Source: an optimization exercise on an open RTL-to-GDS flow (aim: small area and a short achievable clock period). Production flows keep margins and buffers that such runs may drop.
The RTL was checked by simulation tests, not by an equivalence proof against the original design.
No activity file was given, so power comes from the tool's default toggle rates.

north:
// DSP
module DSP (a,b,c,d,clk,rst_n,p);
    parameter OPERATION = "ADD" ;
    input [17:0] a,b,d;
    input [47:0] c;
    input clk,rst_n;
    output reg [47:0] p;
    wire [19:0] ax = {2'b00, a};
        reg [8:0] bo, bt, bn;
    reg bz;
    reg [17:0] s1;
    wire [17:0] s0;
    ks18 u_pre (.a(b), .b(d), .s(s0));
    reg [115:0] x;
    reg [47:0] r0;
    reg [47:8] r1;
    reg rc;
    wire [47:0] cd = {c[47:36] - 12'd1, c[35:0]};
    wire [115:0] xn;
    wire [8:0] nn = ~bn;
    wire [18:0] sx = {1'b0, s1};
    wire [18:0] sy = {s1, 1'b0};
    wire [17:0] pz = {18{bz}} & s1;
    wire [18:0] pp0 = (({19{bo[0]}} & sx) | ({19{bt[0]}} & sy)) ^ {19{bn[0]}};
    wire [18:0] pp1 = (({19{bo[1]}} & sx) | ({19{bt[1]}} & sy)) ^ {19{bn[1]}};
    wire [18:0] pp2 = (({19{bo[2]}} & sx) | ({19{bt[2]}} & sy)) ^ {19{bn[2]}};
    wire [18:0] pp3 = (({19{bo[3]}} & sx) | ({19{bt[3]}} & sy)) ^ {19{bn[3]}};
    wire [18:0] pp4 = (({19{bo[4]}} & sx) | ({19{bt[4]}} & sy)) ^ {19{bn[4]}};
    wire [18:0] pp5 = (({19{bo[5]}} & sx) | ({19{bt[5]}} & sy)) ^ {19{bn[5]}};
    wire [18:0] pp6 = (({19{bo[6]}} & sx) | ({19{bt[6]}} & sy)) ^ {19{bn[6]}};
    wire [18:0] pp7 = (({19{bo[7]}} & sx) | ({19{bt[7]}} & sy)) ^ {19{bn[7]}};
    wire [18:0] pp8 = (({19{bo[8]}} & sx) | ({19{bt[8]}} & sy)) ^ {19{bn[8]}};
    wire fs1, fk1;
    wire fs2, fk2;
    wire fs3, fk3;
    wire fs4, fk4;
    wire fs5, fk5;
    wire fs6, fk6;
    wire fs7, fk7;
    wire fs8, fk8;
    wire fs9, fk9;
    wire fs10, fk10;
    wire fs11, fk11;
    wire fs12, fk12;
    wire fs13, fk13;
    wire fs14, fk14;
    wire fs15, fk15;
    wire fs16, fk16;
    wire fs17, fk17;
    wire fs18, fk18;
    wire fs19, fk19;
    wire fs20, fk20;
  ...
For scale: roughly 1500 cells after synthesis, roughly 290 flip-flops, about 150 I/O pins, roughly 0.018 mm² of cells after synthesis.
clock: 7.0 ns
lec_check: 0
cap_margin: 20
core_margin: 2
core_utilization: 60
cts_buf_list: sky130_fd_sc_hd__clkbuf_8
setup_slack_margin: 4.5
slew_margin: 20
synth_hierarchical: 1
synth_minimum_keep_size: 0
standard.sh (not shown) runs the stock make flow with config.mk's settings and CLKGATE_MAP_FILE= SYNTH_SCRIPT=/design/flow/synth_recipe.tcl, a recipe that flattens the netlist after the stock synthesis.
==> flow/flow/run.sh <==
#!/bin/bash
# Standard ORFS layout (the standard.sh, unchanged synthesis), except that the
# input and output ports are buffered with a plain buffer cell instead of the
# delay-type buffer that buffer_ports picks by default.
set -euo pipefail
bash standard.sh "BUFFER_PORTS_ARGS=-buffer_cell sky130_fd_sc_hd__buf_1" finish > orfs_make.log 2>&1
For south, these inputs were changed with respect to north:
-- flow/design.v --
<<< north, line 599
    wire [47:0] r0n = {cd[47], cd[46], cd[45], cd[44], cd[43], cd[42], cd[41], cd[40], cd[39], cd[38], hk27, fk170, fk169, fk168, fk167, fk166, fk165, fk164, fk163, fk162, fk161, fk160, fk159, fk158, fk157, fk156, fk155, fk154, fk153, fk152, fk151, fk150, fk149, fk148, fk147, fk146, fk145, fk144, fk143, fk142, fk141, fk140, fk139, hk26, hk25, hk24, fk138, fs138};
    wire [47:0] r1n = {1'b0, 1'b0, 1'b0, 1'b0, 1'b0, 1'b0, 1'b0, 1'b0, 1'b0, 1'b0, cd[37], hs27, fs170, fs169, fs168, fs167, fs166, fs165, fs164, fs163, fs162, fs161, fs160, fs159, fs158, fs157, fs156, fs155, fs154, fs153, fs152, fs151, fs150, fs149, fs148, fs147, fs146, fs145, fs144, fs143, fs142, fs141, fs140, fs139, hs26, hs25, hs24, 1'b0};
    wire [8:0] lo = r0n[7:0] + r1n[7:0];
    wire [40:0] hi = {r0[47:8], 1'b1} + {r1[47:8], rc};
>>> south, line 599
    wire [47:0] r0n = {cd[47], cd[46], cd[45], cd[44], cd[43], cd[42], cd[41], cd[40], cd[39], cd[38], hk27, fk170, fk169, fk168, fk167, fk166, fk165, fk164, fk163, fk162, fk161, fk160, fk159, fk158, fk157, fk156, fk155, fk154, fk153, fk152, fk151, fk150, fk149, fk148, fk147, fk146, fk145, fk144, fk143, fk142, fk141, fk140, fk139, hk26, hk25, hk24, fk138, fs138};
    wire [47:0] r1n = {1'b0, 1'b0, 1'b0, 1'b0, 1'b0, 1'b0, 1'b0, 1'b0, 1'b0, 1'b0, cd[37], hs27, fs170, fs169, fs168, fs167, fs166, fs165, fs164, fs163, fs162, fs161, fs160, fs159, fs158, fs157, fs156, fs155, fs154, fs153, fs152, fs151, fs150, fs149, fs148, fs147, fs146, fs145, fs144, fs143, fs142, fs141, fs140, fs139, hs26, hs25, hs24, 1'b0};
    always @(posedge clk) s1 <= s0;
    wire [8:0] lo = r0n[7:0] + r1n[7:0];
    wire [40:0] hi = {r0[47:8], 1'b1} + {r1[47:8], rc};
<<< north, line 604
        if (!rst_n) begin
            bo <= 0; bt <= 0; bn <= 0; bz <= 0;
            s1 <= 0; x <= 116'b01101001010010001001001000100010001000100010001000011000000000000000000000000000000000000000000000000000000000000000; r0 <= 0; r1 <= 0; rc <= 0; p <= 0;
        end else begin
            bo[0] <= ax[0] ^ 1'b0;
>>> south, line 605
        if (!rst_n) begin
            bo <= 0; bt <= 0; bn <= 0; bz <= 0;
            x <= 116'b01101001010010001001001000100010001000100010001000011000000000000000000000000000000000000000000000000000000000000000; r0 <= 0; r1 <= 0; rc <= 0; p <= 0;
        end else begin
            bo[0] <= ax[0] ^ 1'b0;
<<< north, line 634
            bn[8] <= ax[17];
            bz <= a[17];
            s1 <= s0;
            x  <= xn;
            r0 <= {r0n[47:8], lo[7:0]};
>>> south, line 635
            bn[8] <= ax[17];
            bz <= a[17];
            x  <= xn;
            r0 <= {r0n[47:8], lo[7:0]};
Results
- Compared with north, in south combined area of the multi-input logic cells roughly the same, worst hold slack after final layout saw an increase.
- Detailed route, south vs north: via total higher for south
- In terms of part of the cycle the worst path needs, south and north differ only marginally.
- Looking only at final standard cell utilization of the core, and setting everything else aside, the lower value of north and south goes to south.
- As far as maximum frequency is concerned, north and south perform about the same.
- Lower wire length of the first global-routing pass among north and south: north
- In south relative to north, count of plain and timing-repair buffers had gone up slightly.
- Compared south vs north, and combinational logic power is down in south.
- Switching share of power (lower): south
- The lower proportion of power drawn by combinational gates of north and south is in south.
- Diff north -> south | area added between synthesis and finish | decrease of 0.18 points

re-timing with driven ports:
In the flow no input, the clock included, has a driving cell. The finished layouts below were timed again as built, in two steps.
Step 1, drivers: a clkbuf_16 drives clk and a buf_2 each remaining input, both assumed.
Step 2 moves the port delays by t, midway between the first and last clock arrival at a register: inputs arrive t later, outputs are due t later. That takes back most of the time a late clock gives input paths.
Three values: ideal ports, drivers, drivers and shift; two values: the first two.
| run | t, ns | setup slack, ns | hold slack, ns | worst register clock-pin slew, ns |
|---|---|---|---|---|
| north | 0.619 | 4.454 / 4.454 / 3.908 | 0.348 / 0.348 / 0.348 | 0.07 / 0.07 |
| south | 0.611 | 4.460 / 4.460 / 3.873 | 0.355 / 0.355 / 0.355 | 0.07 / 0.07 |
After both steps every run listed still meets setup and hold. For south, which loses most, drivers alone change the setup slack by 0.000 ns; drivers and shift together by -0.587 ns.
